What follows belongs to an exercise in optimizing a design on an open flow for small area; a production flow would make more cautious choices. At most, simulation tests tie the RTL to the original design; equivalence was not proved. No functional check of the RTL was part of runs 3 to 6. The clock cells of runs 5 and 6 come from the design's own scripts or RTL, not from TritonCTS. The flow treats the clock pin as an ideal source. Dropping or thinning the clock tree relies on that and would not hold on a real chip. No activity file was given, so power comes from the tool's default toggle rates.

**flow/design.v**
```verilog
module decoder ( input wire [4:0] x, output wire [6:0] y );
    assign y[0] = ((~x[0] & ~x[1] & x[2] & ~x[3]) | (x[4]) | (x[0] & x[1] & ~x[2] & x[3]) | (x[0] & ~x[1] & ~x[2] & ~x[3]) | (x[0] & ~x[1] & x[2] & x[3]));
    assign y[1] = ((x[0] & ~x[1] & x[2] & ~x[3]) | (x[0] & x[1] & x[3]) | (x[4]) | (~x[0] & x[1] & x[2]) | (~x[0] & x[2] & x[3]));
    assign y[2] = ((~x[0] & x[2] & x[3]) | (x[4]) | (~x[0] & x[1] & ~x[2] & ~x[3]) | (x[1] & x[2] & x[3]));
    assign y[3] = ((~x[0] & ~x[1] & x[2] & ~x[3]) | (~x[0] & x[1] & ~x[2] & x[3]) | (x[4]) | (x[0] & ~x[1] & ~x[2] & ~x[3]) | (x[0] & x[1] & x[2]));
    assign y[4] = ((x[3] & x[4]) | (x[0] & ~x[1] & ~x[2]) | (~x[1] & x[2] & ~x[3]) | (x[0] & ~x[3]) | (x[1] & x[4]));
    assign y[5] = ((x[0] & ~x[2] & ~x[3]) | (x[4]) | (x[1] & ~x[2] & ~x[3]) | (x[0] & x[1] & ~x[3]) | (x[0] & ~x[1] & x[2] & x[3]));
    assign y[6] = ((~x[1] & ~x[2] & ~x[3] & ~x[4]) | (x[2] & x[4]) | (x[3] & x[4]) | (~x[0] & ~x[1] & x[2] & x[3]) | (x[0] & x[1] & x[2] & ~x[3]) | (x[1] & x[4]) | (x[0] & x[4]));
endmodule
`timescale 1ns / 1ps
module top
(
    input                   clk,
    input                   resetn,
    input       [15:0]      SW,
    input       [4:0]       BTN,
    output      [15:0]      LED,
    output                  DP,
    output      [7:0]       AN,
    output      [6:0]       C
    );
    wire rst = ~resetn;
    reg                     game, err;
    wire menu = ~game & ~err;
    reg         [1:0]       st;
    reg         [3:0]       so;
    reg         [4:0]       t1, t2;
    reg         [3:0]       o1, o2;
    reg                     isearlier, realisearlier, side;
    reg         [3:0]       pos;     
    reg         [2:0]       dig;     
    reg         [1:0]       sd1, sd2, dly;
    reg         [4:0]       fcr, fcl;
    reg         [3:0]       prescale;
    reg         [9:0]       tic;
    reg         [4:0]       x;
    assign DP = 1'b1;
    wire newClk = &prescale;
    always @(posedge clk) begin
        prescale[0] <= ~rst & ~prescale[0];
        prescale[1] <= ~rst & (prescale[1] ^ prescale[0]);
        prescale[2] <= ~rst & (prescale[2] ^ (prescale[1] & prescale[0]));
        prescale[3] <= ~rst & (prescale[3] ^ (prescale[2] & prescale[1] & prescale[0]));
    end
    wire press1 = sd1[1] & ~sd1[0];
    wire press2 = sd2[1] & ~sd2[0];
    always @(posedge clk) begin
        sd1[1] <= ~rst & BTN[2];
        sd1[0] <= sd1[1];
        sd2[1] <= ~rst & BTN[3];
        sd2[0] <= sd2[1];
    end
    wire s20 = st[1];                        
    wire s0  = ~st[1] & ~st[0] & ~so[3] & ~so[2] & ~so[1] & ~so[0];
    wire up  = BTN[2] & menu & press1 & ~s20;
    wire dn  = ~up & BTN[3] & menu & press2 & ~s0;
    wire ld5 = rst | (~up & ~dn & BTN[4] & err);
    wire so9 = so[3] & so[0];
    wire soz = ~so[3] & ~so[2] & ~so[1] & ~so[0];
    wire [3:0] so_up = so9 ? 4'd0 : {so[3] ^ (so[2] & so[1] & so[0]), so[2] ^ (so[1] & so[0]), so[1] ^ so[0], ~so[0]};
    wire [3:0] so_dn = soz ? 4'd9 : {so[3] & (so[2] | so[1] | so[0]), so[2] ^ (~so[1] & ~so[0]), so[1] ^ ~so[0], ~so[0]};
    always @(posedge clk) begin
        if (ld5) begin
            st <= 2'd0; so <= 4'd5;
        end else begin
            if (up) begin
                so <= so_up;
                if (so9) st <= {st[0], ~st[0]};
            end else if (dn) begin
                so <= so_dn;
                if (soz) st <= {1'b0, st[1]};
            end
        end
    end
    wire eq1 = ~t1[4] & ~t1[3] & ~t1[2] & (t1[1:0] == st) & (o1 == so);
    wire eq2 = ~t2[4] & ~t2[3] & ~t2[2] & (t2[1:0] == st) & (o2 == so);
    wire eq  = eq1 | eq2;
    always @(posedge clk) begin
        game <= ~rst & ((menu & BTN[1] & ~s0) | (game & ~eq));
        err  <= ~rst & ((menu & BTN[1] & s0) | (err & ~BTN[4]));
    end
    wire at0  = pos == 4'd0;
    wire at1  = pos == 4'd1;
    wire at14 = pos == 4'd14;
    wire at15 = pos == 4'd15;
    wire atend = at0 | at15;
    wire step = newClk & game;
    wire side_n = side ^ (atend | (~realisearlier & ((at1 & SW[0]) | (at14 & SW[15]))));
    wire [3:0] g = pos ^ {4{side_n}};
    wire [3:0] pos_mv = {pos[3] ^ (g[2] & g[1] & g[0]), pos[2] ^ (g[1] & g[0]), pos[1] ^ g[0], ~pos[0]};
    always @(posedge clk) begin
        if (rst) begin
            pos <= 4'd5; side <= 1'b0;
        end else if (step) begin
            side <= side_n;
            pos <= atend ? 4'd7 : pos_mv;
        end
    end
    wire isearlier_w = dly[1] & ~dly[0];
    always @(posedge clk) begin
        dly[1] <= ~rst & isearlier;
        dly[0] <= dly[1];
        realisearlier <= ~rst & (isearlier_w | (realisearlier & ~atend));
        isearlier <= ~rst & (game ? ~atend & (isearlier | (SW[0] & ~at1) | (SW[15] & ~at14)) : isearlier);
    end
    wire flag_right = fcr[4] & fcr[3] & fcr[1];
    wire flag_left  = fcl[4] & fcl[3] & fcl[1];
    always @(posedge clk) begin
        if (rst | (step & ~SW[0])) fcr <= 5'd8;
        else if (step & ~flag_right) fcr <= {fcr[3:0], ~(fcr[4] ^ fcr[1])};
        if (rst | (step & ~SW[15])) fcl <= 5'd8;
        else if (step & ~flag_left) fcl <= {fcl[3:0], ~(fcl[4] ^ fcl[1])};
    end
    wire inc1 = step & (at15 | flag_left);
    wire inc2 = step & (at0 | flag_right);
    wire eqE = newClk & eq;
    wire c1 = inc1 & o1[0];
    wire w1 = inc1 & t1[4] & t1[3] & t1[0] & o1[2] & ~o1[1] & o1[0];    
    wire clr1 = rst | eqE | w1;
    wire ti1 = inc1 & o1[3] & o1[0];
    always @(posedge clk) begin
        o1[0] <= ~rst & (eqE ? inc1 : (o1[0] ^ inc1) & ~w1);
        o1[1] <= ~clr1 & (o1[1] ^ (c1 & ~o1[3]));
        o1[2] <= ~clr1 & (o1[2] ^ (c1 & o1[1]));
        o1[3] <= ~clr1 & (o1[3] ? ~c1 : (c1 & o1[1] & o1[2]));
        t1[0] <= ~clr1 & (t1[0] ^ ti1);
        t1[1] <= ~clr1 & (t1[1] ^ (ti1 & t1[0]));
        t1[2] <= ~clr1 & (t1[2] ^ (ti1 & t1[0] & t1[1]));
        t1[3] <= ~clr1 & (t1[3] ^ (ti1 & t1[0] & t1[1] & t1[2]));
        t1[4] <= ~clr1 & (t1[4] ^ (ti1 & t1[0] & t1[1] & t1[2] & t1[3]));
    end
    wire c2 = inc2 & o2[0];
    wire w2 = inc2 & t2[4] & t2[3] & t2[0] & o2[2] & ~o2[1] & o2[0];
    wire clr2 = rst | eqE | w2;
    wire ti2 = inc2 & o2[3] & o2[0];
    always @(posedge clk) begin
        o2[0] <= ~rst & (eqE ? inc2 : (o2[0] ^ inc2) & ~w2);
        o2[1] <= ~clr2 & (o2[1] ^ (c2 & ~o2[3]));
        o2[2] <= ~clr2 & (o2[2] ^ (c2 & o2[1]));
        o2[3] <= ~clr2 & (o2[3] ? ~c2 : (c2 & o2[1] & o2[2]));
        t2[0] <= ~clr2 & (t2[0] ^ ti2);
        t2[1] <= ~clr2 & (t2[1] ^ (ti2 & t2[0]));
        t2[2] <= ~clr2 & (t2[2] ^ (ti2 & t2[0] & t2[1]));
        t2[3] <= ~clr2 & (t2[3] ^ (ti2 & t2[0] & t2[1] & t2[2]));
        t2[4] <= ~clr2 & (t2[4] ^ (ti2 & t2[0] & t2[1] & t2[2] & t2[3]));
    end
    wire tic_end = tic[9] & tic[8] & tic[7] & tic[6] & tic[4] & tic[3] & tic[1] & tic[0];
    always @(posedge clk) begin
        if (rst | tic_end) tic <= 10'd178;
        else tic <= {tic[8:0], ~(tic[9] ^ tic[2])};
    end
    wire d1 = dig == 3'd1;
    wire d7 = dig == 3'd7;
    wire [2:0] dig_inc = {dig[2] ^ (dig[1] & dig[0]), dig[1] ^ dig[0], ~dig[0]};
    always @(posedge clk) begin
        if (rst) dig <= 3'd1;
        else if (tic_end) begin
            if (game & d1) dig <= 3'd6;
            else if ((menu & d1) | (err & d7)) dig <= 3'd3;
            else dig <= dig_inc;
        end
    end
    wire sd0 = dig == 3'd0;
    wire sd6 = dig == 3'd6;
    wire [4:0] dval = ({5{game & sd0}} & {1'b0, o1}) |
                      ({5{game & d1}}  & t1) |
                      ({5{game & d7}}  & t2) |
                      ({5{game & sd6}} & {1'b0, o2}) |
                      ({5{menu & sd0}} & {1'b0, so}) |
                      ({5{menu & d1}}  & {3'b0, st});
    wire [4:0] lval = err ? (d7 ? 5'd14 : (dig == 3'd4) ? 5'd0 : 5'd16) :
                      d7 ? 5'd5 : sd6 ? 5'd12 : (dig == 3'd5) ? 5'd0 : (dig == 3'd4) ? 5'd16 : 5'd14;
    wire hold = game ? ~(sd0 | d1 | d7 | sd6) :
                menu ? (dig == 3'd2) :
                       (dig == 3'd0) | d1 | (dig == 3'd2);
    wire letter = ~game & (dig[2] | (dig[1] & dig[0]));
    always @(posedge clk) begin
        if (!hold) x <= letter ? lval : dval;
    end
    decoder dc(.x(x), .y(C));
    genvar i;
    generate
        for (i = 0; i < 16; i = i + 1) begin : g_led
            assign LED[i] = pos == i;
        end
        for (i = 0; i < 8; i = i + 1) begin : g_an
            assign AN[i] = dig != i;
        end
    endgenerate
endmodule
```
**flow/flow/run.sh**
```bash
#!/bin/bash
# Standard ORFS layout with smaller port buffers and a lighter clock tree:
# ports get sky130_fd_sc_hd__buf_1 buffers, the clock tree is built from
# clkbuf_4/clkbuf_8 cells without dummy loads. Tool output goes to
# standard.log and to ORFS's own logs under orfs/logs.
export BUFFER_PORTS_ARGS="-buffer_cell sky130_fd_sc_hd__buf_1"
export CTS_ARGS="-sink_clustering_enable -repair_clock_nets -buf_list {sky130_fd_sc_hd__clkbuf_4 sky130_fd_sc_hd__clkbuf_8} -dont_use_dummy_load"
bash standard.sh > standard.log 2>&1
```
**flow/standard.sh**
```bash
#!/bin/bash
# synth_recipe.tcl (not shown) runs the flow's synth.tcl, then flattens the netlist and writes it again
# the make line also repeats each setting of config.mk as NAME=value (left out here)
make -C /OpenROAD-flow-scripts/flow DESIGN_CONFIG=/design/flow/config.mk WORK_HOME=/design/flow/orfs CLKGATE_MAP_FILE= SYNTH_SCRIPT=/design/flow/synth_recipe.tcl "${@:-finish}"
```
**flow/config.mk**
```make
export PLATFORM = sky130hd
export DESIGN_NAME = top
export DESIGN_NICKNAME = top
export VERILOG_FILES = /design/flow/design.v
export SDC_FILE = /design/flow/constraint.sdc
export NUM_CORES = 4
export LEC_CHECK = 0
export CAP_MARGIN = 20
export CORE_MARGIN = 2
export CORE_UTILIZATION = 40
export SLEW_MARGIN = 20
```
**flow/constraint.sdc**
```tcl
create_clock -name core_clock -period 10.0 [get_ports {clk}]
set_input_delay 2.0000 -clock core_clock [delete_from_list [all_inputs] [get_ports {clk}]]
set_output_delay 2.0000 -clock core_clock [all_outputs]
set_load 0.01 [all_outputs]
```
==> metrics.csv, run 1 <==
metric,value,unit
Wirelength per Cell,14.3,um
grt ovf,0,
Global Route Usage Sum,17.2,%
worst r2r src,game,
Combinational Power Share,9.3,%
GP Congestion,0.927,
fraction of layout cells with a size suffix above 1,4.02,%
Worst EP required,8.00,ns
RSZ-0062 raised after global routing,false,
most instantiated cells after synthesis,"dfxtp_1, nor2_1, nand2_1, and2_1, xnor2_1",
NetSw,0.136,mW
worst slew pin tran,0.849,ns
Multi-input gate area,0.00229,mm^2
Min-Delay Path Class,reg2reg,
Post-Route Setup TNS,0,ns
Synth area leaders,"dfxtp_1, ha_1, xnor2_1",
"Primary FF master, synth",dfxtp_1,
number of synthesized flops with an enable pin,5,
clock period minus worst slack,4.06,ns
Max-Cap Viols,0,
largest family of logic cells by synthesized area,simple AND/OR/NAND/NOR gates,
Worst-Skew Late Latency,0.35,ns
global-route wire length before repair,15300,um
CTS sink cnt,71,
Core Rows,36,
Starting Density,41.1,%
simple-gate area share of the yosys netlist,26.3,%
post-detail-place hpwl,6420,um
"Cell Area, Synth",0.00401,mm^2
switching part of the total,25.5,%
Max IR drop VDD,0.0740,mV
crit-path cells,ha_1 > nor2b_1 > inv_1 > buf_1,
CTS buffer count,9,
"Reg clk slew, reported paths",0.07,ns
H-tree depth,3,
post-synthesis area per instance,8.31,um^2
Max Fclk,246,MHz
cell taking the most area after synthesis,dfxtp_1,
Inserted Diodes,0,
power per cell area,124,mW/mm^2
vias in the first global route,3202,
initial antenna violation count,0,
Post-CTS Resized,0,
Post-Route WL,9020,um
Critical Path Start,dig[0],
Mapped Cells,483,
yosys warns,1,
fin. max-slew vios,0,
sequential area share after synthesis,36.7,%
die width,104,um
Post-Synth XOR/XNOR Area,5.68,%
clock power share,32.7,%
"count leader, synth",dfxtp_1,
"slowest stage delay, CP",0.73,ns
Die Y,104,um
mux contribution to synthesized area,0.998,%
clock tree buffer depth,2,
kind of critical path,reg2out,
critical hold path startpoint,sd1[1],
CTS tree,yes,
critical path's slowest cell,nor2b_1,
Die ar.,0.0108,mm^2
Top delay family on crit path,simple AND/OR/NAND/NOR gates,
Int Pwr,0.397,mW
Reg area,0.00147,mm^2
DR vias,3449,
Crit path arrival time,2.06,ns
post-synthesis compound-gate area fraction,17.1,%
"Max FO, Critical Path",11,
# port buffers,38,
Static Leak,1.62,nW
nets,545,
I/O pin count,55,
DR iter-0 viols,227,
Slew Limit Headroom,43.3,%
syn nets,528,
largest net degree at the start of global routing,36,
critical path capture point type,output pin,
Avg Vias per Cell,5.47,
period utilization,40.6,%
#FFs+latches synth,71,
postcts setup bufs,0,
Final Hold Vio Count,0,
core footprint,0.00977,mm^2
area share of fa/ha/maj cells after synthesis,6.86,%
sequential power share,58.0,%
first-pass iteration count of the detailed router,6,
post-synth cell types,63,
Worst Skew,0.0310,ns
ANT nets after route,0,
Synth async-reset ratio,0,%
Final Setup Violations,0,
Worst setup SP type,flop,
Root Buffer,clkbuf_8,
"Hold-fix buffers, CTS",0,
Fill cells,1007,
DRC violations left,0,
Synth-to-Final Area Change,6.86,%
Final Power,0.532,mW
top-area cell type share of the netlist area,32.9,%
run status,timing/DRC/antenna clean,
sum of buffers and inverters on the critical path,2,
## area by class of cell
cell class	instances	area share (%)
multi-input cells	356	53.4
inverters	23	2.01
well taps	133	3.88
repair buffers	39	3.50
flip-flops and latches	71	34.3
clock buffers	9	2.89
## power by group through the flow
| stage | Clock, mW | Sequential (mW) | Combinational, mW |
|---|---|---|---|
| floorplan | 0 | 0.306 | 0.0422 |
| global placement | 0 | 0.314 | 0.0481 |
| detailed placement | 0 | 0.315 | 0.0491 |
| CTS | 0.181 | 0.308 | 0.0494 |
| global route | 0.192 | 0.310 | 0.0559 |
| finish | 0.174 | 0.309 | 0.0495 |
## final timing paths
| path | to | slack (ns) | depth (start not counted) |
|---|---|---|---|
| setup reg to reg | t1[4] | 6.83 | 11 |
| hold / removal | sd1[0] | 0.35 | 0 |
| hold reg to reg | sd1[0] | 0.35 | 0 |
| setup / recovery | AN[1] | 5.94 | 4 |
## metal layers
metal | track usage, % | vias to the layer above | wire [um]
met5 | 0 | - | 0
met4 | 7.05 | 0 | 203
met3 | 2.69 | 22 | 410
met2 | 28.6 | 103 | 4230
met1 | 22.2 | 1607 | 4170
li1 | - | 1717 | -
## flip-flops by register name, summed over array words and instances (netlist names)
| name | cells |
|---|---|
| so | 4 |
| err | 1 |
| dly | 2 |
| t2 | 5 |
| isearlier | 1 |
| sd1 | 2 |
| st | 2 |
| o1 | 4 |
| realisearlier | 1 |
| x | 5 |
| t1 | 5 |
| tic | 10 |
| fcr | 5 |
| prescale | 4 |
| o2 | 4 |
| dig | 3 |
| fcl | 5 |
| pos | 4 |
| side | 1 |
| game | 1 |
| sd2 | 2 |
## layout by cell type (no fill, tap or decap), types with 3 or more instances in the layout
cell / count
mux2i_1: 4
a221oi_1: 4
buf_1: 38
a21oi_1: 16
nand3_1: 14
nand4_1: 9
nand2_1: 37
o31ai_1: 3
edfxtp_1: 5
a21boi_0: 4
a31oi_1: 5
nand2b_1: 12
ha_1: 22
nor2b_1: 8
nor3_1: 20
inv_1: 23
a22oi_1: 5
and2_1: 24
o221ai_1: 3
a32oi_1: 5
nor2_1: 46
or3_1: 3
o21ai_0: 22
o22ai_1: 8
o2111ai_1: 3
dfxtp_1: 66
and3_1: 12
clkbuf_8: 9
xnor2_1: 24
## logic make-up (layout without fill, tap and decap cells)
family	count (synthesis)	in the layout
AO/OA/AOI/OAI	100	100
XOR/XNOR	26	26
adder cells (fa/ha/maj)	22	22
buffers and inverters	56	71
flip-flops	71	71
multiplexers	4	4
other	1	1
AND/OR/NAND/NOR	203	203
## through the flow
stage                     hold WS [ns]  utilization [%]  cell area (um^2)  worst slack [ns]  std cells
after CTS                        0.351             43.9              4290              5.95        631
after global routing             0.359             43.9              4290              5.76        631
after global placement           0.331             42.6              4160              6.32        622
after floorplan                  0.324                -              4010              6.72        483
after detailed placement         0.336             42.6              4160              6.34        622
final                            0.349             43.9              4290              5.94        631
==> run 2: changes to the inputs <==
==> flow/flow/run.sh (replaced) <==
#!/bin/bash
# Own layout flow: the standard ORFS flow (standard.sh) with three changes.
#  1. Synthesis is synth_recipe.tcl unchanged except that Yosys's abc pass maps
#     the combinational logic with flow/abc_area.script (area-oriented) instead
#     of ORFS's delay-oriented script. Registers are not touched by abc.
#  2. Port buffers are sky130_fd_sc_hd__buf_1.
#  3. The clock tree uses clkbuf_4/clkbuf_8 cells and no dummy loads.
# make's output goes to standard.log; ORFS keeps each step's log under orfs/logs.
set -euo pipefail
HERE=$(pwd)
cat > "$HERE/area_synth.tcl" <<EOS
proc abc {args} {
  set i [lsearch -exact \$args -script]
  if {\$i >= 0} { lset args [expr {\$i + 1}] $HERE/flow/abc_area.script }
  set j [lsearch -exact \$args -D]
  if {\$j >= 0} { set args [lreplace \$args \$j [expr {\$j + 1}]] }
  yosys abc {*}\$args
}
source $HERE/synth_recipe.tcl
EOS
export BUFFER_PORTS_ARGS="-buffer_cell sky130_fd_sc_hd__buf_1"
export CTS_ARGS="-sink_clustering_enable -repair_clock_nets -buf_list {sky130_fd_sc_hd__clkbuf_4 sky130_fd_sc_hd__clkbuf_8} -dont_use_dummy_load"
bash standard.sh SYNTH_SCRIPT="$HERE/area_synth.tcl" finish > standard.log 2>&1
==> flow/flow/abc_area.script (new file) <==
strash
balance -l
resub -K 6 -l
rewrite -l
resub -K 6 -N 2 -l
refactor -l
resub -K 8 -l
balance -l
resub -K 8 -N 2 -l
rewrite -l
resub -K 10 -l
rewrite -z -l
resub -K 10 -N 2 -l
balance -l
resub -K 12 -l
refactor -z -l
resub -K 12 -N 2 -l
rewrite -z -l
balance -l
balance -l
resub -K 6 -l
rewrite -l
resub -K 6 -N 2 -l
refactor -l
resub -K 8 -l
balance -l
resub -K 8 -N 2 -l
rewrite -l
resub -K 10 -l
rewrite -z -l
resub -K 10 -N 2 -l
balance -l
resub -K 12 -l
refactor -z -l
resub -K 12 -N 2 -l
rewrite -z -l
balance -l
dch -f
amap
topo
==> metrics.csv, run 2 <==
metric,value,unit,change
run status,timing/DRC/antenna clean,,unchanged
Die ar.,0.00982,mm^2,was 0.0108 mm^2
# port buffers,38,,unchanged
die width,99.1,um,was 104 um
"Max FO, Critical Path",9,,was 11
nets,553,,was 545
clock tree buffer depth,2,,unchanged
syn nets,507,,was 528
vias in the first global route,3047,,was 3202
I/O pin count,55,,unchanged
power per cell area,124,mW/mm^2,about the same
Top delay family on crit path,compound AO/OA/AOI/OAI gates,,was simple AND/OR/NAND/NOR gates
Synth async-reset ratio,0,%,unchanged
most instantiated cells after synthesis,"nor2_1, clkinv_1, dfxtp_1, nand2_1, o21ai_0",,"was dfxtp_1, nor2_1, nand2_1, and2_1, xnor2_1"
Inserted Diodes,0,,unchanged
Worst-Skew Late Latency,0.35,ns,about the same
Mapped Cells,462,,was 483
Worst EP required,8.00,ns,about the same
worst slew pin tran,0.688,ns,was 0.849 ns
"commonest cells after routing, fill and taps aside","nor2_1, clkinv_1, dfxtp_1",,"was dfxtp_1, nor2_1, buf_1"
post-route setup slack,6.16,ns,was 5.94 ns
global-route wire length before repair,13800,um,was 15300 um
Max-Cap Viols,0,,unchanged
grt ovf,0,,unchanged
"worst slack, placed",6.06,ns,was 6.34 ns
worst r2r dst,t2[4],,was t1[4]
Post-Route Setup TNS,0,ns,unchanged
CTS sink cnt,71,,unchanged
Worst Skew,0.0302,ns,was 0.0310 ns
Reg with most FFs,tic,,unchanged
Global Route Usage Sum,17.3,%,was 17.2%
ANT nets after route,0,,unchanged
H-tree depth,3,,unchanged
post-synthesis area per instance,7.83,um^2,was 8.31 um^2
worst r2r src,prescale[0],,was game
Synth area leaders,"dfxtp_1, nor2_1, ha_1",,"was dfxtp_1, ha_1, xnor2_1"
RSZ-0062 raised after global routing,false,,unchanged
Avg Vias per Cell,5.40,,was 5.47
core footprint,0.00876,mm^2,was 0.00977 mm^2
"count leader, synth",nor2_1,,was dfxtp_1
Min-Delay Path Class,reg2reg,,unchanged
"most common cell after layout, fill and taps aside",nor2_1,,was dfxtp_1
Max IR drop VDD,0.0754,mV,was 0.0740 mV
largest net degree at the start of global routing,19,,was 36
Synth-to-Final Area Change,10.5,%,was 6.86%
sequential area share after synthesis,40.7,%,was 36.7%
critical path's slowest cell,edfxtp_1,,was nor2b_1
Worst setup SP type,flop,,unchanged
Final Hold Vio Count,0,,unchanged
postcts setup bufs,0,,unchanged
period utilization,38.4,%,was 40.6%
"Cell Area, Synth",0.00362,mm^2,was 0.00401 mm^2
clock period minus worst slack,3.84,ns,was 4.06 ns
Wirelength per Cell,13.4,um,was 14.3 um
Die Y,99.1,um,was 104 um
GP Congestion,0.867,,was 0.927
critical hold path startpoint,sd1[1],,unchanged
Fill cells,886,,was 1007
crit-path cells,clkinv_1 > o22ai_1 > o21ai_0 > a221o_1 > buf_1,,was ha_1 > nor2b_1 > inv_1 > buf_1
kind of critical path,reg2out,,unchanged
Core Rows,34,,was 36
Post-CTS Resized,0,,unchanged
Post-Route WL,8220,um,was 9020 um
"slowest stage delay, CP",0.50,ns,was 0.73 ns
yosys warns,1,,unchanged
Crit path arrival time,1.84,ns,was 2.06 ns
Starting Density,41.3,%,was 41.1%
fin. max-slew vios,0,,unchanged
Final Setup Violations,0,,unchanged
number of synthesized flops with an enable pin,5,,unchanged
Hold Path Cell Cnt,0,,unchanged
sum of buffers and inverters on the critical path,2,,unchanged
CTS buffer count,9,,unchanged
Hold EP,sd1[0],,unchanged
initial antenna violation count,0,,unchanged
first-pass iteration count of the detailed router,5,,was 6
"Primary FF master, synth",dfxtp_1,,unchanged
Static Leak,1.52,nW,was 1.62 nW
"Hold-fix buffers, CTS",0,,unchanged
max reg flops,10,,unchanged
Slew Limit Headroom,53.5,%,was 43.3%
R2R setup slack,6.95,ns,was 6.83 ns
Max Fclk,260,MHz,was 246 MHz
post-synth cell types,39,,was 63
post-detail-place hpwl,6200,um,was 6420 um
top-area cell type share of the netlist area,36.5,%,was 32.9%
fraction of layout cells with a size suffix above 1,2.17,%,was 4.02%
#FFs+latches synth,71,,unchanged
"Reg clk slew, reported paths",0.06,ns,was 0.07 ns
Root Buffer,clkbuf_8,,unchanged
Final Power,0.497,mW,was 0.532 mW
DR vias,3313,,was 3449
critical path capture point type,output pin,,unchanged
DRC violations left,0,,unchanged
CTS tree,yes,,unchanged
cell taking the most area after synthesis,dfxtp_1,,unchanged
Reg2Reg Depth,11,,unchanged
Crit path depth,5,,was 4
DR iter-0 viols,102,,was 227
-- run 2: through the flow --
stage / util (%) / hold slack, ns / cells / cell area [um^2]
after detailed placement: 44.2 / 0.342 / 605 / 3870
after global routing: 45.6 / 0.367 / 614 / 4000
after floorplan: - / 0.331 / 462 / 3620
after CTS: 45.6 / 0.357 / 614 / 4000
after global placement: 44.2 / 0.339 / 605 / 3870
final: 45.6 / 0.355 / 614 / 4000
-- run 2: layer usage --
layer / global-route usage [%] / routed length, um / up-vias
li1: - / - / 1702
met1: 21.7 / 3840 / 1517
met2: 28.7 / 3810 / 86
met3: 4.99 / 461 / 8
met4: 5.37 / 102 / 0
met5: 0 / 0 / -
-- run 2: logic make-up (layout without fill, tap and decap cells) --
logic type	count (synthesis)	after routing	share of synthesized area [%]
flops	71	71	40.7
other cells	1	1	0.104
simple gates	192	192	24.0
fa+ha+maj	22	22	7.61
compound gates	103	103	19.5
buf+inv	73	117	8.09
-- run 2: power by group --
group	leakage (nW)	total, mW	internal, mW	switching (mW)
sequential	0.600	0.298	0.293	0.00568
combinational	0.855	0.0266	0.0101	0.0166
clock	0.0647	0.172	0.0802	0.0914
total	1.52	0.497	0.383	0.114
-- run 2: layout make-up --
type	instances	area [um^2]	area share (%)
Multi-Input combinational cell	318	1850	46.4
Inverter	68	255	6.39
Sequential cell	71	1470	36.8
Tap cell	108	135	3.38
Clock buffer	9	124	3.10
Timing Repair Buffer	40	158	3.94
-- run 2: worst max-delay path by stage --
stage                start  endpoint  slack, ns
finish                x[2]      C[6]       6.16
global route          x[2]      C[6]       6.04
CTS                   x[2]      C[6]       6.15
detailed placement  BTN[2]     st[1]       6.06
global placement    BTN[2]     st[1]       6.04
floorplan           BTN[2]     st[1]       6.54
==> run 3: changes to the inputs <==
--- a/flow/design.v
+++ b/flow/design.v
@@ -22,8 +22,7 @@
     wire rst = ~resetn;
     reg                     game, err;
     wire menu = ~game & ~err;
-    reg         [1:0]       st;
-    reg         [3:0]       so;
+    reg         [4:0]       score;
     reg         [4:0]       t1, t2;
     reg         [3:0]       o1, o2;
     reg                     isearlier, realisearlier, side;
@@ -50,28 +49,26 @@
         sd2[1] <= ~rst & BTN[3];
         sd2[0] <= sd2[1];
     end
-    wire s20 = st[1];                        
-    wire s0  = ~st[1] & ~st[0] & ~so[3] & ~so[2] & ~so[1] & ~so[0];
+    wire s20 = score[4] & score[2];          
+    wire s0  = ~|score;
     wire up  = BTN[2] & menu & press1 & ~s20;
     wire dn  = ~up & BTN[3] & menu & press2 & ~s0;
     wire ld5 = rst | (~up & ~dn & BTN[4] & err);
-    wire so9 = so[3] & so[0];
-    wire soz = ~so[3] & ~so[2] & ~so[1] & ~so[0];
-    wire [3:0] so_up = so9 ? 4'd0 : {so[3] ^ (so[2] & so[1] & so[0]), so[2] ^ (so[1] & so[0]), so[1] ^ so[0], ~so[0]};
-    wire [3:0] so_dn = soz ? 4'd9 : {so[3] & (so[2] | so[1] | so[0]), so[2] ^ (~so[1] & ~so[0]), so[1] ^ ~so[0], ~so[0]};
+    wire [4:0] sg = score ^ {5{dn}};
+    wire       mv = up | dn;
+    wire [4:0] sc_t = {mv & sg[3] & sg[2] & sg[1] & sg[0], mv & sg[2] & sg[1] & sg[0],
+                       mv & sg[1] & sg[0], mv & sg[0], mv};
     always @(posedge clk) begin
-        if (ld5) begin
-            st <= 2'd0; so <= 4'd5;
-        end else begin
-            if (up) begin
-                so <= so_up;
-                if (so9) st <= {st[0], ~st[0]};
-            end else if (dn) begin
-                so <= so_dn;
-                if (soz) st <= {1'b0, st[1]};
-            end
-        end
+        score[0] <= ld5 | (score[0] ^ sc_t[0]);
+        score[1] <= ~ld5 & (score[1] ^ sc_t[1]);
+        score[2] <= ld5 | (score[2] ^ sc_t[2]);
+        score[3] <= ~ld5 & (score[3] ^ sc_t[3]);
+        score[4] <= ~ld5 & (score[4] ^ sc_t[4]);
     end
+    wire ge10 = score[4] | (score[3] & (score[2] | score[1]));
+    wire [1:0] st = {s20, ge10 & ~s20};
+    localparam [47:0] HALF_MOD5 = 48'h000023444688;
+    wire [3:0] so = {HALF_MOD5[score[4:1] * 3 +: 3], score[0]};
     wire eq1 = ~t1[4] & ~t1[3] & ~t1[2] & (t1[1:0] == st) & (o1 == so);
     wire eq2 = ~t2[4] & ~t2[3] & ~t2[2] & (t2[1:0] == st) & (o2 == so);
     wire eq  = eq1 | eq2;
@@ -79,10 +76,10 @@
         game <= ~rst & ((menu & BTN[1] & ~s0) | (game & ~eq));
         err  <= ~rst & ((menu & BTN[1] & s0) | (err & ~BTN[4]));
     end
-    wire at0  = pos == 4'd0;
-    wire at1  = pos == 4'd1;
-    wire at14 = pos == 4'd14;
-    wire at15 = pos == 4'd15;
+    wire at0  = LED[0];
+    wire at1  = LED[1];
+    wire at14 = LED[14];
+    wire at15 = LED[15];
     wire atend = at0 | at15;
     wire step = newClk & game;
     wire side_n = side ^ (atend | (~realisearlier & ((at1 & SW[0]) | (at14 & SW[15]))));
--- a/flow/flow/run.sh
+++ b/flow/flow/run.sh
@@ -1,10 +1,11 @@
 #!/bin/bash
-# Own layout flow: the standard ORFS flow (standard.sh) with three changes.
+# Own layout flow: the standard ORFS flow (standard.sh) with four changes.
 #  1. Synthesis is synth_recipe.tcl unchanged except that Yosys's abc pass maps
 #     the combinational logic with flow/abc_area.script (area-oriented) instead
 #     of ORFS's delay-oriented script. Registers are not touched by abc.
 #  2. Port buffers are sky130_fd_sc_hd__buf_1.
-#  3. The clock tree uses clkbuf_4/clkbuf_8 cells and no dummy loads.
+#  3. TritonCTS runs as usual, then flow/clock_tree.tcl (POST_CTS hook)
+#     replaces its tree with four clkbuf_8 buffers fed by the clock port.
 # make's output goes to standard.log; ORFS keeps each step's log under orfs/logs.
 set -euo pipefail
 HERE=$(pwd)
@@ -20,4 +21,7 @@
 EOS
 export BUFFER_PORTS_ARGS="-buffer_cell sky130_fd_sc_hd__buf_1"
 export CTS_ARGS="-sink_clustering_enable -repair_clock_nets -buf_list {sky130_fd_sc_hd__clkbuf_4 sky130_fd_sc_hd__clkbuf_8} -dont_use_dummy_load"
+export POST_CTS_TCL="$HERE/flow/clock_tree.tcl"
+export FLAT_CTS_BUF=sky130_fd_sc_hd__clkbuf_8
+export FLAT_CTS_NET=clk
 bash standard.sh SYNTH_SCRIPT="$HERE/area_synth.tcl" finish > standard.log 2>&1
==> flow/flow/clock_tree.tcl (new file) <==
# POST_CTS hook: replace the clock tree TritonCTS built with a flat one.
# The flip-flops are split into four groups of neighbours (two columns by
# x, then two rows by y within each column); each group is driven by one
# clock buffer placed at the group's centre, and the clock port drives the
# four buffers. Every register's clock passes through exactly one buffer.
set block [ord::get_db_block]
set db [ord::get_db]
set buf_master [$db findMaster $::env(FLAT_CTS_BUF)]
set clk_net [$block findNet $::env(FLAT_CTS_NET)]

# walk the tree TritonCTS made: collect its buffers and the clock sinks
set tree_bufs {}
set sinks {}
proc walk {net} {
  global tree_bufs sinks
  foreach it [$net getITerms] {
    if {[$it isOutputSignal]} { continue }
    set inst [$it getInst]
    set mname [[$inst getMaster] getName]
    if {[string match "*clkbuf*" $mname]} {
      lappend tree_bufs $inst
      foreach o [$inst getITerms] {
        if {[$o isOutputSignal] && [$o getNet] ne "NULL"} { walk [$o getNet] }
      }
    } else {
      lappend sinks $it
    }
  }
}
walk $clk_net
puts "flat clock tree: removing [llength $tree_bufs] TritonCTS buffers, [llength $sinks] sinks"
foreach inst $tree_bufs {
  set onet "NULL"
  foreach o [$inst getITerms] {
    if {[$o isOutputSignal]} { set onet [$o getNet] }
    $o disconnect
  }
  odb::dbInst_destroy $inst
  if {$onet ne "NULL" && $onet ne $clk_net} { odb::dbNet_destroy $onet }
}

proc by_x {a b} {
  set ax [lindex [[$a getInst] getLocation] 0]; set bx [lindex [[$b getInst] getLocation] 0]
  expr {$ax < $bx ? -1 : ($ax > $bx ? 1 : 0)}
}
proc by_y {a b} {
  set ay [lindex [[$a getInst] getLocation] 1]; set by [lindex [[$b getInst] getLocation] 1]
  expr {$ay < $by ? -1 : ($ay > $by ? 1 : 0)}
}
set sorted [lsort -command by_x $sinks]
set n [llength $sorted]
set half [expr {($n + 1) / 2}]
set groups {}
foreach col [list [lrange $sorted 0 [expr {$half - 1}]] [lrange $sorted $half end]] {
  set col [lsort -command by_y $col]
  set m [llength $col]
  set h [expr {($m + 1) / 2}]
  lappend groups [lrange $col 0 [expr {$h - 1}]] [lrange $col $h end]
}
set g 0
foreach grp $groups {
  if {[llength $grp] == 0} { continue }
  set inst [odb::dbInst_create $block $buf_master "flat_clkbuf_$g"]
  set net [odb::dbNet_create $block "flat_clknet_$g"]
  $net setSigType CLOCK
  set sx 0; set sy 0
  foreach it $grp {
    $it disconnect
    $it connect $net
    set loc [[$it getInst] getLocation]
    incr sx [lindex $loc 0]; incr sy [lindex $loc 1]
  }
  $inst setLocation [expr {$sx / [llength $grp]}] [expr {$sy / [llength $grp]}]
  $inst setPlacementStatus PLACED
  foreach it [$inst getITerms] {
    if {[$it isInputSignal]} { $it connect $clk_net }
    if {[$it isOutputSignal]} { $it connect $net }
  }
  puts "flat clock tree: flat_clkbuf_$g drives [llength $grp] sinks"
  incr g
}
detailed_placement
check_placement -verbose
estimate_parasitics -placement
report_clock_skew
==> metrics.csv, run 3 <==
metric,value,unit,change
run status,timing/DRC/antenna clean,,unchanged
Final Hold Vio Count,0,,unchanged
Mapped Cells,464,,was 462
"worst slack, placed",6.00,ns,was 6.06 ns
Synth area leaders,"dfxtp_1, nor2_1, clkinv_1",,"was dfxtp_1, nor2_1, ha_1"
power per cell area,130,mW/mm^2,was 124 mW/mm^2
Max IR drop VDD,0.0579,mV,was 0.0754 mV
Combinational Power Share,9.0,%,was 5.4%
nets,552,,was 553
Crit path arrival time,1.86,ns,was 1.84 ns
most instantiated cells after synthesis,"nor2_1, clkinv_1, dfxtp_1, o21ai_0, nand2_1",,"was nor2_1, clkinv_1, dfxtp_1, nand2_1, o21ai_0"
fin. max-slew vios,0,,unchanged
Int Pwr,0.387,mW,was 0.383 mW
die width,98.6,um,was 99.1 um
Static Leak,1.48,nW,was 1.52 nW
Worst EP required,8.00,ns,about the same
Final Setup Violations,0,,unchanged
"Reg clk slew, reported paths",0.08,ns,was 0.06 ns
worst slew pin tran,0.702,ns,was 0.688 ns
Die ar.,0.00973,mm^2,was 0.00982 mm^2
I/O pin count,55,,unchanged
post-synthesis area per instance,7.72,um^2,was 7.83 um^2
clock period minus worst slack,3.86,ns,was 3.84 ns
vias in the first global route,2947,,was 3047
Inserted Diodes,0,,unchanged
"Cell Area, Synth",0.00358,mm^2,was 0.00362 mm^2
"Max FO, Critical Path",9,,unchanged
"commonest cells after routing, fill and taps aside","nor2_1, clkinv_1, dfxtp_1",,unchanged
CTS sink cnt,70,,was 71
largest net degree at the start of global routing,19,,unchanged
Synth async-reset ratio,0,%,unchanged
RSZ-0062 raised after global routing,false,,unchanged
sequential power share,57.7,%,was 60.1%
Wirelength per Cell,13.1,um,was 13.4 um
global-route wire length before repair,13500,um,was 13800 um
DR iter-0 viols,240,,was 102
post-detail-place hpwl,6190,um,was 6200 um
# port buffers,38,,unchanged
post-synth cell types,38,,was 39
ANT nets after route,0,,unchanged
Max Fclk,259,MHz,was 260 MHz
Synth-to-Final Area Change,10.4,%,was 10.5%
kind of critical path,reg2out,,unchanged
Reg with most FFs,tic,,unchanged
switching part of the total,24.7,%,was 22.9%
CTS tree,yes,,unchanged
grt ovf,0,,unchanged
fraction of layout cells with a size suffix above 1,1.97,%,was 2.17%
Slew Limit Headroom,52.0,%,was 53.5%
Worst setup SP type,flop,,unchanged
Avg Vias per Cell,5.33,,was 5.40
post-route setup slack,6.14,ns,was 6.16 ns
clock power share,33.2,%,was 34.6%
syn nets,507,,unchanged
Max-Cap Viols,0,,unchanged
"Primary FF master, synth",dfxtp_1,,unchanged
Worst-Skew Late Latency,0.35,ns,about the same
sequential area share after synthesis,40.5,%,was 40.7%
Area after DPL,0.00383,mm^2,was 0.00387 mm^2
Worst Skew,0.0287,ns,was 0.0302 ns
Post-Route Setup TNS,0,ns,unchanged
number of synthesized flops with an enable pin,5,,unchanged
period utilization,38.6,%,was 38.4%
initial antenna violation count,0,,unchanged
GP Congestion,0.959,,was 0.867
cell taking the most area after synthesis,dfxtp_1,,unchanged
DR vias,3276,,was 3313
Post-Route WL,8080,um,was 8220 um
NetSw,0.127,mW,was 0.114 mW
max reg flops,10,,unchanged
Final Power,0.514,mW,was 0.497 mW
core footprint,0.00872,mm^2,was 0.00876 mm^2
critical path capture point type,output pin,,unchanged
Global Route Usage Sum,17.2,%,was 17.3%
#FFs+latches synth,70,,was 71
"count leader, synth",nor2_1,,unchanged
yosys warns,1,,unchanged
Die Y,98.6,um,was 99.1 um
DRC violations left,0,,unchanged
first-pass iteration count of the detailed router,4,,was 5
Core Rows,34,,unchanged
Starting Density,41.1,%,was 41.3%
top-area cell type share of the netlist area,36.3,%,was 36.5%
"most common cell after layout, fill and taps aside",nor2_1,,unchanged
post-route design area,0.00395,mm^2,was 0.00400 mm^2
Min-Delay Path Class,reg2reg,,unchanged
==> run 3: cell types whose count changed after synthesis, sizes merged, moves of 2 or more <==
cell,previous run,this run
nor3,16,14
nor2,91,93
clkinv,68,71
a21oi,10,17
nand3,12,10
o221a,4,6
o22ai,21,15
a221oi,6,1
o21ai,25,32
ha,22,20
a311oi,0,2
==> run 3: area by class of cell, clock buffers not listed <==
cell class / count / area, um^2
fill: 882 / 4770
inverter: 71 / 267
multi-input combinational: 318 / 1830
sequential: 70 / 1450
tap: 108 / 135
timing repair buffer: 39 / 150
==> run 3: cells by family after synthesis <==
logic type | Yosys count | synth area share (%)
other cells | 1 | 0.105
compound gates | 108 | 20.3
fa+ha+maj | 20 | 6.99
flops | 70 | 40.5
simple gates | 189 | 23.6
buf+inv | 76 | 8.49
==> run 3: worst paths after layout <==
path            end  slack [ns]  startpoint  depth (start not counted)
max            C[6]        6.14        x[2]                          5
min          sd2[0]        0.33      sd2[1]                          0
max reg2reg   t2[0]        6.87    score[1]                         12
min reg2reg  sd2[0]        0.33      sd2[1]                          0
==> run 3: power groups by stage <==
stage               Clock (mW)  Sequential, mW  Combinational (mW)
floorplan                    0           0.301              0.0347
global placement             0           0.303              0.0460
detailed placement           0           0.303              0.0463
global route             0.187           0.298              0.0525
finish                   0.171           0.297              0.0464
==> run 3: metal layers <==
metal / up-vias / wire, um / GRT usage [%]
li1: 1710 / - / -
met1: 1481 / 3990 / 23.0
met2: 68 / 3540 / 26.5
met3: 17 / 356 / 3.19
met4: 0 / 188 / 8.96
met5: - / 0 / 0
==> run 3: metrics by stage <==
stage	util, %	hold WS (ns)	instances
floorplan	-	0.331	464
global placement	43.9	0.335	606
detailed placement	43.9	0.340	606
global route	45.3	0.337	615
finish	45.3	0.332	615
==> run 3: worst max-delay path, cell delays in order (launching register included) <==
cell	delay [ns]
edfxtp_1	0.51
clkinv_1	0.19
o22ai_1	0.19
o21ai_0	0.14
a221o_1	0.36
buf_1	0.13
==> run 4: changes to the inputs <==
--- a/flow/flow/run.sh
+++ b/flow/flow/run.sh
@@ -5,7 +5,7 @@
 #     of ORFS's delay-oriented script. Registers are not touched by abc.
 #  2. Port buffers are sky130_fd_sc_hd__buf_1.
 #  3. TritonCTS runs as usual, then flow/clock_tree.tcl (POST_CTS hook)
-#     replaces its tree with four clkbuf_8 buffers fed by the clock port.
+#     replaces its tree with four clkbuf_16 buffers fed by the clock port.
 # make's output goes to standard.log; ORFS keeps each step's log under orfs/logs.
 set -euo pipefail
 HERE=$(pwd)
@@ -22,6 +22,6 @@
 export BUFFER_PORTS_ARGS="-buffer_cell sky130_fd_sc_hd__buf_1"
 export CTS_ARGS="-sink_clustering_enable -repair_clock_nets -buf_list {sky130_fd_sc_hd__clkbuf_4 sky130_fd_sc_hd__clkbuf_8} -dont_use_dummy_load"
 export POST_CTS_TCL="$HERE/flow/clock_tree.tcl"
-export FLAT_CTS_BUF=sky130_fd_sc_hd__clkbuf_8
+export FLAT_CTS_BUF=sky130_fd_sc_hd__clkbuf_16
 export FLAT_CTS_NET=clk
 bash standard.sh SYNTH_SCRIPT="$HERE/area_synth.tcl" finish > standard.log 2>&1
==> metrics.csv, run 4 <==
metric,value,unit,change
run status,timing/DRC/antenna clean,,unchanged
"Cell Area, Synth",0.00358,mm^2,unchanged
# port buffers,38,,unchanged
#FFs+latches synth,70,,unchanged
Die Y,98.6,um,unchanged
CTS sink cnt,70,,unchanged
Global Route Usage Sum,17.2,%,unchanged
Post-Route WL,8080,um,unchanged
CTS tree,yes,,unchanged
Top delay family on crit path,compound AO/OA/AOI/OAI gates,,unchanged
largest net degree at the start of global routing,19,,unchanged
"Reg clk slew, reported paths",0.08,ns,about the same
Max Fclk,259,MHz,unchanged
syn nets,507,,unchanged
number of synthesized flops with an enable pin,5,,unchanged
critical hold path startpoint,sd2[1],,unchanged
Crit path arrival time,1.86,ns,about the same
Critical Path Start,x[2],,unchanged
Final Hold Vio Count,0,,unchanged
top-area cell type share of the netlist area,36.3,%,unchanged
Combinational Power Share,9.0,%,about the same
critical path's slowest cell,edfxtp_1,,unchanged
worst r2r src,score[1],,unchanged
switching part of the total,24.7,%,unchanged
clock period minus worst slack,3.86,ns,unchanged
Post-Route Setup TNS,0,ns,unchanged
Worst EP required,8.00,ns,about the same
Avg Vias per Cell,5.33,,unchanged
NetSw,0.127,mW,unchanged
Max IR drop VDD,0.0579,mV,unchanged
crit-path cells,clkinv_1 > o22ai_1 > o21ai_0 > a221o_1 > buf_1,,unchanged
Fill cells,882,,unchanged
Crit path depth,5,,unchanged
"most common cell after layout, fill and taps aside",nor2_1,,unchanged
Inserted Diodes,0,,unchanged
Final Setup Violations,0,,unchanged
"count leader, synth",nor2_1,,unchanged
fraction of layout cells with a size suffix above 1,1.97,%,unchanged
Max-Cap Viols,0,,unchanged
"Max FO, Critical Path",9,,unchanged
ANT nets after route,0,,unchanged
period utilization,38.6,%,unchanged
Worst-Skew Late Latency,0.35,ns,about the same
Wirelength per Cell,13.1,um,unchanged
DRC violations left,0,,unchanged
nets,552,,unchanged
core footprint,0.00872,mm^2,unchanged
Static Leak,1.48,nW,unchanged
grt ovf,0,,unchanged
DR iter-0 viols,240,,unchanged
"commonest cells after routing, fill and taps aside","nor2_1, clkinv_1, dfxtp_1",,unchanged
global-route wire length before repair,13500,um,unchanged
hold slack,0.332,ns,unchanged
first-pass iteration count of the detailed router,4,,unchanged
max reg flops,10,,unchanged
Slew Limit Headroom,52.0,%,unchanged
vias in the first global route,2947,,unchanged
Starting Density,41.1,%,unchanged
Area after DPL,0.00383,mm^2,unchanged
Worst Skew,0.0287,ns,unchanged
Reg2Reg Depth,12,,unchanged
Hold EP,sd2[0],,unchanged
Min-Delay Path Class,reg2reg,,unchanged
Mapped Cells,464,,unchanged
Worst setup SP type,flop,,unchanged
yosys warns,1,,unchanged
worst slew pin tran,0.702,ns,unchanged
post-synthesis area per instance,7.72,um^2,unchanged
Reg with most FFs,tic,,unchanged
DR vias,3276,,unchanged
sequential power share,57.7,%,about the same
die width,98.6,um,unchanged
clock power share,33.2,%,about the same
Layout Cells excl Fill,615,,unchanged
sum of buffers and inverters on the critical path,2,,unchanged
fin. max-slew vios,0,,unchanged
Synth area leaders,"dfxtp_1, nor2_1, clkinv_1",,unchanged
Synth-to-Final Area Change,10.4,%,unchanged
post-synth cell types,38,,unchanged
"slowest stage delay, CP",0.51,ns,about the same
GP Congestion,0.959,,unchanged
Hold Path Cell Cnt,0,,unchanged
Die ar.,0.00973,mm^2,unchanged
Synth async-reset ratio,0,%,unchanged
worst r2r dst,t2[0],,unchanged
Core Rows,34,,unchanged
initial antenna violation count,0,,unchanged
post-route design area,0.00395,mm^2,unchanged
most instantiated cells after synthesis,"nor2_1, clkinv_1, dfxtp_1, o21ai_0, nand2_1",,unchanged
power per cell area,130,mW/mm^2,unchanged
post-detail-place hpwl,6190,um,unchanged
kind of critical path,reg2out,,unchanged
"Primary FF master, synth",dfxtp_1,,unchanged
RSZ-0062 raised after global routing,false,,unchanged
I/O pin count,55,,unchanged
Placed Cells,606,,unchanged
Int Pwr,0.387,mW,unchanged
R2R setup slack,6.87,ns,about the same
sequential area share after synthesis,40.5,%,unchanged
cell taking the most area after synthesis,dfxtp_1,,unchanged
critical path capture point type,output pin,,unchanged
run 4: layer usage:
metal	global-route usage (%)	routed length, um
met4	8.96	188
met1	23.0	3990
met3	3.19	356
met2	26.5	3540
met5	0	0
run 4: kinds of logic after synthesis:
logic type | count (synthesis) | synth area share [%]
flops | 70 | 40.5
simple gates | 189 | 23.6
fa+ha+maj | 20 | 6.99
other cells | 1 | 0.105
compound gates | 108 | 20.3
buf+inv | 76 | 8.49
run 4: how the worst max path moves through the flow:
stage | to | slack, ns
after floorplan | score[4] | 6.36
after detailed placement | tic[0] | 6.00
after global routing | C[6] | 5.93
after global placement | score[4] | 6.02
final | C[6] | 6.14
run 4: power groups by stage:
stage	Clock (mW)	Combinational, mW	Sequential [mW]
2_1_floorplan	0	0.0347	0.301
6_report	0.171	0.0464	0.297
3_5_place_dp	0	0.0463	0.303
5_1_grt	0.187	0.0525	0.298
3_3_place_gp	0	0.0460	0.303
run 4: layout make-up, clock buffers not listed:
type	count	area [um^2]	area share (%)
flip-flops and latches	70	1450	36.7
multi-input cells	318	1830	46.2
well taps	108	135	3.42
inverters	71	267	6.74
repair buffers	39	150	3.80
run 4: worst register-to-register path, stage by stage (launching register included):
cell	delay, ns
dfxtp_1	0.35
nor3_1	0.30
clkinv_1	0.13
o22ai_1	0.21
clkinv_1	0.19
a211oi_1	0.28
o221ai_1	0.14
a2111oi_0	0.28
o221ai_1	0.17
o21ai_0	0.20
nand3_1	0.28
nand3_1	0.35
nor2b_1	0.09
run 4: metrics by stage:
| stage | power [mW] | setup WS [ns] | util [%] |
|---|---|---|---|
| after floorplan | 0.336 | 6.36 | - |
| after global placement | 0.349 | 6.02 | 43.9 |
| after detailed placement | 0.349 | 6.00 | 43.9 |
| after global routing | 0.538 | 5.93 | 45.3 |
| final | 0.514 | 6.14 | 45.3 |
==> run 5: changes to the inputs <==
--- a/flow/flow/clock_tree.tcl
+++ b/flow/flow/clock_tree.tcl
@@ -9,25 +9,26 @@
 set clk_net [$block findNet $::env(FLAT_CTS_NET)]
 
 # walk the tree TritonCTS made: collect its buffers and the clock sinks
-set tree_bufs {}
-set sinks {}
-proc walk {net} {
-  global tree_bufs sinks
+set ::flat_tree_bufs {}
+set ::flat_sinks {}
+proc flat_walk {net} {
   foreach it [$net getITerms] {
     if {[$it isOutputSignal]} { continue }
     set inst [$it getInst]
     set mname [[$inst getMaster] getName]
     if {[string match "*clkbuf*" $mname]} {
-      lappend tree_bufs $inst
+      lappend ::flat_tree_bufs $inst
       foreach o [$inst getITerms] {
-        if {[$o isOutputSignal] && [$o getNet] ne "NULL"} { walk [$o getNet] }
+        if {[$o isOutputSignal] && [$o getNet] ne "NULL"} { flat_walk [$o getNet] }
       }
     } else {
-      lappend sinks $it
+      lappend ::flat_sinks $it
     }
   }
 }
-walk $clk_net
+flat_walk $clk_net
+set tree_bufs $::flat_tree_bufs
+set sinks $::flat_sinks
 puts "flat clock tree: removing [llength $tree_bufs] TritonCTS buffers, [llength $sinks] sinks"
 foreach inst $tree_bufs {
   set onet "NULL"
@@ -39,20 +40,20 @@
   if {$onet ne "NULL" && $onet ne $clk_net} { odb::dbNet_destroy $onet }
 }
 
-proc by_x {a b} {
+proc flat_by_x {a b} {
   set ax [lindex [[$a getInst] getLocation] 0]; set bx [lindex [[$b getInst] getLocation] 0]
   expr {$ax < $bx ? -1 : ($ax > $bx ? 1 : 0)}
 }
-proc by_y {a b} {
+proc flat_by_y {a b} {
   set ay [lindex [[$a getInst] getLocation] 1]; set by [lindex [[$b getInst] getLocation] 1]
   expr {$ay < $by ? -1 : ($ay > $by ? 1 : 0)}
 }
-set sorted [lsort -command by_x $sinks]
+set sorted [lsort -command flat_by_x $sinks]
 set n [llength $sorted]
 set half [expr {($n + 1) / 2}]
 set groups {}
 foreach col [list [lrange $sorted 0 [expr {$half - 1}]] [lrange $sorted $half end]] {
-  set col [lsort -command by_y $col]
+  set col [lsort -command flat_by_y $col]
   set m [llength $col]
   set h [expr {($m + 1) / 2}]
   lappend groups [lrange $col 0 [expr {$h - 1}]] [lrange $col $h end]
==> metrics.csv, run 5 <==
metric,value,unit,change
DRC violations left,0,,unchanged
period utilization,38.3,%,was 38.6%
"most common cell after layout, fill and taps aside",nor2_1,,unchanged
top-area cell type share of the netlist area,36.3,%,unchanged
number of synthesized flops with an enable pin,5,,unchanged
Final Hold Vio Count,0,,unchanged
first-pass iteration count of the detailed router,4,,unchanged
Inserted Diodes,0,,unchanged
post-detail-place hpwl,6190,um,unchanged
Critical Path Start,BTN[3],,was x[2]
critical hold path startpoint,dly[1],,was sd2[1]
Worst setup SP type,primary input,,was flop
Max IR drop VDD,0.0654,mV,was 0.0579 mV
grt ovf,0,,unchanged
Worst-Skew Late Latency,0.14,ns,was 0.35 ns
vias in the first global route,2873,,was 2947
die width,98.6,um,unchanged
I/O pin count,55,,unchanged
kind of critical path,in2reg,,was reg2out
Min-Delay Path Class,reg2reg,,unchanged
Max-Cap Viols,0,,unchanged
Final Setup Violations,0,,unchanged
initial antenna violation count,0,,unchanged
Core Rows,34,,unchanged
Worst EP required,10.03,ns,was 8.00 ns
"commonest cells after routing, fill and taps aside","nor2_1, clkinv_1, dfxtp_1",,unchanged
worst r2r src,score[1],,unchanged
post-synth cell types,38,,unchanged
Static Leak,1.47,nW,was 1.48 nW
Combinational Power Share,9.6,%,was 9.0%
Mapped Cells,464,,unchanged
Die ar.,0.00973,mm^2,unchanged
critical path capture point type,flop,,was output pin
sequential power share,61.3,%,was 57.7%
Int Pwr,0.379,mW,was 0.387 mW
DR vias,3241,,was 3276
max reg flops,10,,unchanged
yosys warns,1,,unchanged
Wirelength per Cell,13.1,um,about the same
"Max FO, Critical Path",3,,was 9
Synth area leaders,"dfxtp_1, nor2_1, clkinv_1",,unchanged
Fill cells,886,,was 882
Avg Vias per Cell,5.31,,was 5.33
fraction of layout cells with a size suffix above 1,0.996,%,was 1.97%
clock period minus worst slack,3.83,ns,was 3.86 ns
"count leader, synth",nor2_1,,unchanged
largest net degree at the start of global routing,19,,unchanged
Slew Limit Headroom,56.8,%,was 52.0%
NetSw,0.105,mW,was 0.127 mW
Synth async-reset ratio,0,%,unchanged
sequential area share after synthesis,40.5,%,unchanged
post-synthesis area per instance,7.72,um^2,unchanged
nets,547,,was 552
CTS sink cnt,70,,unchanged
most instantiated cells after synthesis,"nor2_1, clkinv_1, dfxtp_1, o21ai_0, nand2_1",,unchanged
switching part of the total,21.7,%,was 24.7%
clock power share,29.2,%,was 33.2%
Synth-to-Final Area Change,9.71,%,was 10.4%
Die Y,98.6,um,unchanged
Worst Skew,0.00420,ns,was 0.0287 ns
run status,timing/DRC/antenna clean,,unchanged
worst slew pin tran,0.631,ns,was 0.702 ns
ANT nets after route,0,,unchanged
"Cell Area, Synth",0.00358,mm^2,unchanged
#FFs+latches synth,70,,unchanged
Global Route Usage Sum,16.7,%,was 17.2%
syn nets,507,,unchanged
GP Congestion,0.959,,unchanged
Reg with most FFs,tic,,unchanged
"Reg clk slew, reported paths",0.07,ns,was 0.08 ns
Post-Route Setup TNS,0,ns,unchanged
RSZ-0062 raised after global routing,false,,unchanged
DR iter-0 viols,181,,was 240
fin util,45.1,%,was 45.3%
# port buffers,38,,unchanged
Reg2Reg Depth,12,,unchanged
cell taking the most area after synthesis,dfxtp_1,,unchanged
fin. max-slew vios,0,,unchanged
Post-Route WL,8020,um,was 8080 um
Starting Density,41.1,%,unchanged
core footprint,0.00872,mm^2,unchanged
Crit path arrival time,3.86,ns,was 1.86 ns
Hold Path Cell Cnt,0,,unchanged
power per cell area,123,mW/mm^2,was 130 mW/mm^2
global-route wire length before repair,13400,um,was 13500 um
"Primary FF master, synth",dfxtp_1,,unchanged
Max Fclk,261,MHz,was 259 MHz
[run 5: cell counts after synthesis]
Identical to the previous run, type by type.
[run 5: layer usage]
layer | track usage [%] | wire length (um)
met1 | 22.8 | 3900
met2 | 26.8 | 3560
met3 | 2.62 | 373
met4 | 6.43 | 192
met5 | 0 | 0
[run 5: cell families after synthesis]
kind of cell	share of synthesized area [%]
AO/OA/AOI/OAI	20.3
adder cells (fa/ha/maj)	6.99
buffers and inverters	8.49
flip-flops	40.5
other	0.105
AND/OR/NAND/NOR	23.6
[run 5: critical path, stage by stage]
cell and delay, ns:
buf_1 0.11, nand4_1 0.10, nor4_1 0.44, clkinv_1 0.15
nor2_1 0.15, clkinv_1 0.11, o22ai_1 0.20, o221ai_1 0.20
nor2_1 0.12, a21oi_1 0.06, a21oi_1 0.15, nor2_1 0.05
[run 5: power groups by stage]
stage	clock network [mW]	registers, mW	logic [mW]
6_report	0.141	0.296	0.0464
5_1_grt	0.156	0.298	0.0526
3_5_place_dp	0	0.303	0.0463
3_3_place_gp	0	0.303	0.0460
2_1_floorplan	0	0.301	0.0347
[run 5: area by class of cell]
| cell class | count | area (um^2) | area share, % |
|---|---|---|---|
| Sequential cell | 70 | 1450 | 36.9 |
| Timing Repair Buffer | 39 | 150 | 3.82 |
| Inverter | 71 | 267 | 6.78 |
| Buffer | 4 | 100 | 2.55 |
| Multi-Input combinational cell | 318 | 1830 | 46.5 |
| Tap cell | 108 | 135 | 3.44 |
[run 5: final timing paths]
path	slack, ns	to
setup / recovery	6.17	score[4]
hold / removal	0.35	dly[0]
setup reg to reg	6.89	t2[0]
hold reg to reg	0.35	dly[0]
[run 5: through the flow]
stage                     std cells  instance area, um^2  hold WS, ns  total power, mW  setup slack [ns]
final                           610                 3930        0.354            0.484              6.17
after global routing            610                 3930        0.356            0.506              5.84
after detailed placement        606                 3830        0.340            0.349              6.00
after global placement          606                 3830        0.335            0.349              6.02
after floorplan                 464                 3580        0.331            0.336              6.36
==> run 6: changes to the inputs <==
--- a/flow/flow/run.sh
+++ b/flow/flow/run.sh
@@ -5,7 +5,7 @@
 #     of ORFS's delay-oriented script. Registers are not touched by abc.
 #  2. Port buffers are sky130_fd_sc_hd__buf_1.
 #  3. TritonCTS runs as usual, then flow/clock_tree.tcl (POST_CTS hook)
-#     replaces its tree with four clkbuf_16 buffers fed by the clock port.
+#     replaces its tree with four clkbuf_8 buffers fed by the clock port.
 # make's output goes to standard.log; ORFS keeps each step's log under orfs/logs.
 set -euo pipefail
 HERE=$(pwd)
@@ -22,6 +22,6 @@
 export BUFFER_PORTS_ARGS="-buffer_cell sky130_fd_sc_hd__buf_1"
 export CTS_ARGS="-sink_clustering_enable -repair_clock_nets -buf_list {sky130_fd_sc_hd__clkbuf_4 sky130_fd_sc_hd__clkbuf_8} -dont_use_dummy_load"
 export POST_CTS_TCL="$HERE/flow/clock_tree.tcl"
-export FLAT_CTS_BUF=sky130_fd_sc_hd__clkbuf_16
+export FLAT_CTS_BUF=sky130_fd_sc_hd__clkbuf_8
 export FLAT_CTS_NET=clk
 bash standard.sh SYNTH_SCRIPT="$HERE/area_synth.tcl" finish > standard.log 2>&1
==> metrics.csv, run 6 <==
metric,value,unit,change
run status,timing/DRC/antenna clean,,unchanged
crit-path cells,buf_1 > clkinv_1 > or2_0 > a221oi_1,,was buf_1 > nand4_1 > nor4_1 > clkinv_1 > nor2_1 > clkinv_1 > o22ai_1 > o221ai_1 > nor2_1 > a21oi_1 > a21oi_1 > nor2_1
sum of buffers and inverters on the critical path,2,,was 3
I/O pin count,55,,unchanged
Final Setup Violations,0,,unchanged
Crit path arrival time,3.90,ns,was 3.86 ns
Reg area,0.00145,mm^2,unchanged
largest net degree at the start of global routing,19,,unchanged
"Cell Area, Synth",0.00358,mm^2,unchanged
hold slack,0.359,ns,was 0.354 ns
number of synthesized flops with an enable pin,5,,unchanged
Inserted Diodes,0,,unchanged
Post-Route WL,8010,um,was 8020 um
kind of critical path,in2reg,,unchanged
grt ovf,0,,unchanged
worst slew pin tran,0.699,ns,was 0.631 ns
Max-Cap Viols,0,,unchanged
Max Fclk,261,MHz,about the same
Worst-Skew Late Latency,0.16,ns,was 0.14 ns
DRC violations left,0,,unchanged
Worst Skew,0.00610,ns,was 0.00420 ns
post-route setup slack,6.17,ns,about the same
Synth area leaders,"dfxtp_1, nor2_1, clkinv_1",,unchanged
Global Route Usage Sum,16.7,%,about the same
"worst slack, placed",6.00,ns,unchanged
global-route wire length before repair,13300,um,was 13400 um
"count leader, synth",nor2_1,,unchanged
post-synthesis area per instance,7.72,um^2,unchanged
cell taking the most area after synthesis,dfxtp_1,,unchanged
max reg flops,10,,unchanged
RSZ-0062 raised after global routing,false,,unchanged
first-pass iteration count of the detailed router,4,,unchanged
Max IR drop VDD,0.0545,mV,was 0.0654 mV
"slowest stage delay, CP",0.67,ns,was 0.44 ns
Placed Cells,606,,unchanged
GP Congestion,0.959,,unchanged
DR iter-0 viols,200,,was 181
DR vias,3250,,was 3241
Die Y,98.6,um,unchanged
CTS sink cnt,70,,unchanged
Worst setup SP type,primary input,,unchanged
worst r2r src,score[1],,unchanged
Die ar.,0.00973,mm^2,unchanged
ANT nets after route,0,,unchanged
# port buffers,38,,unchanged
critical path capture point type,flop,,unchanged
Reg with most FFs,tic,,unchanged
yosys warns,1,,unchanged
Fill cells,884,,was 886
die width,98.6,um,unchanged
fin util,44.5,%,was 45.1%
Layout Cells excl Fill,610,,unchanged
most instantiated cells after synthesis,"nor2_1, clkinv_1, dfxtp_1, o21ai_0, nand2_1",,unchanged
"commonest cells after routing, fill and taps aside","nor2_1, clkinv_1, dfxtp_1",,unchanged
vias in the first global route,2878,,was 2873
top-area cell type share of the netlist area,36.3,%,unchanged
Synth-to-Final Area Change,8.45,%,was 9.71%
"Reg clk slew, reported paths",0.10,ns,was 0.07 ns
Worst EP required,10.08,ns,was 10.03 ns
"Primary FF master, synth",dfxtp_1,,unchanged
core footprint,0.00872,mm^2,unchanged
Synth async-reset ratio,0,%,unchanged
Mapped Cells,464,,unchanged
critical path's slowest cell,clkinv_1,,was nor4_1
Min-Delay Path Class,reg2reg,,unchanged
syn nets,507,,unchanged
sequential area share after synthesis,40.5,%,unchanged
Avg Vias per Cell,5.33,,was 5.31
"Max FO, Critical Path",18,,was 3
power per cell area,115,mW/mm^2,was 123 mW/mm^2
fraction of layout cells with a size suffix above 1,0.996,%,unchanged
#FFs+latches synth,70,,unchanged
Core Rows,34,,unchanged
Wirelength per Cell,13.1,um,about the same
Critical Path Start,resetn,,was BTN[3]
Slew Limit Headroom,52.2,%,was 56.8%
post-synth cell types,38,,unchanged
"most common cell after layout, fill and taps aside",nor2_1,,unchanged
R2R setup slack,6.88,ns,was 6.89 ns
Final Hold Vio Count,0,,unchanged
clock period minus worst slack,3.83,ns,about the same
Multi-input gate area,0.00183,mm^2,unchanged
period utilization,38.3,%,about the same
initial antenna violation count,0,,unchanged
Top delay family on crit path,buffers and inverters,,was simple AND/OR/NAND/NOR gates
fin. max-slew vios,0,,unchanged
nets,547,,unchanged
Post-Route Setup TNS,0,ns,unchanged
critical hold path startpoint,dly[1],,unchanged
Static Leak,1.45,nW,was 1.47 nW
Starting Density,41.1,%,unchanged
post-detail-place hpwl,6190,um,unchanged
-- run 6: cell counts after synthesis --
Identical to the previous run, type by type.
-- run 6: logic make-up after synthesis --
logic type	synth area share, %
DFF	40.5
AOI/OAI and AO/OA	20.3
and+or+nand+nor	23.6
buffers and inverters	8.49
other	0.105
adders and majority gates	6.99
-- run 6: final timing paths --
kind                                to  depth (start not counted)
worst min register to register  dly[0]                          0
worst min-delay path            dly[0]                          0
worst max register to register   t2[0]                         12
worst max-delay path            tic[0]                          4
-- run 6: stage by stage --
stage	total power [mW]	instance area (um^2)
after floorplan	0.336	3580
after global placement	0.349	3830
after detailed placement	0.349	3830
after global routing	0.471	3880
final	0.448	3880
-- run 6: power breakdown --
group	switching, mW	total (mW)	internal [mW]
Clock	0.0675	0.105	0.0372
Sequential	0.00628	0.297	0.290
Combinational	0.0298	0.0464	0.0166
-- run 6: area by class of cell --
| type | count | share of cell area [%] |
|---|---|---|
| buffer | 4 | 1.42 |
| inverter | 71 | 6.86 |
| multi-input combinational | 318 | 47.0 |
| sequential | 70 | 37.4 |
| tap | 108 | 3.48 |
| timing repair buffer | 39 | 3.86 |
-- run 6: layer usage --
| layer | GRT usage [%] | wire length (um) | vias to the layer above |
|---|---|---|---|
| met5 | 0 | 0 | - |
| met4 | 4.95 | 168 | 0 |
| met3 | 3.83 | 368 | 13 |
| met2 | 26.6 | 3530 | 64 |
| met1 | 22.7 | 3950 | 1468 |
| li1 | - | - | 1705 |

==> port drivers added, routing unchanged <==
The results above use ideal ports. As a check the final layouts listed here were re-extracted and re-timed, cells and wires unchanged.
Step 1 sets driving cells, clkbuf_16 on the clock port and buf_2 on the other inputs (assumed; they add their load-dependent delay and slew).
Step 2 adds t to the input delays and takes it off the output delays; t is the mean of the earliest and latest rising clock arrival at the registers after step 1. Input paths then give back, and output paths get back, about the clock's delay inside the block.
Three values: no drivers, after step 1, after step 2; two values: the first two.
run | t (ns) | slack for setup (ns) | worst setup path after step 2 | clock arrival spread, ns | cell pins on the clock port's net
run 1 | 0.370 | 5.936 / 5.903 / 6.273 | register to output | 0.031 / 0.031 | 1
run 2 | 0.370 | 6.156 / 6.124 / 5.984 | input to register | 0.030 / 0.031 | 1
run 3 | 0.365 | 6.137 / 6.108 / 6.008 | input to register | 0.029 / 0.029 | 1
run 4 | 0.365 | 6.137 / 6.108 / 6.008 | input to register | 0.029 / 0.029 | 1
run 5 | 0.218 | 6.170 / 6.226 / 6.008 | input to register | 0.005 / 0.005 | 4
run 6 | 0.217 | 6.173 / 6.209 / 5.992 | input to register | 0.006 / 0.006 | 4
After both steps every run listed still meets setup and hold. For run 6, which loses most, drivers alone change the setup slack by +0.036 ns; drivers and shift together by -0.181 ns.
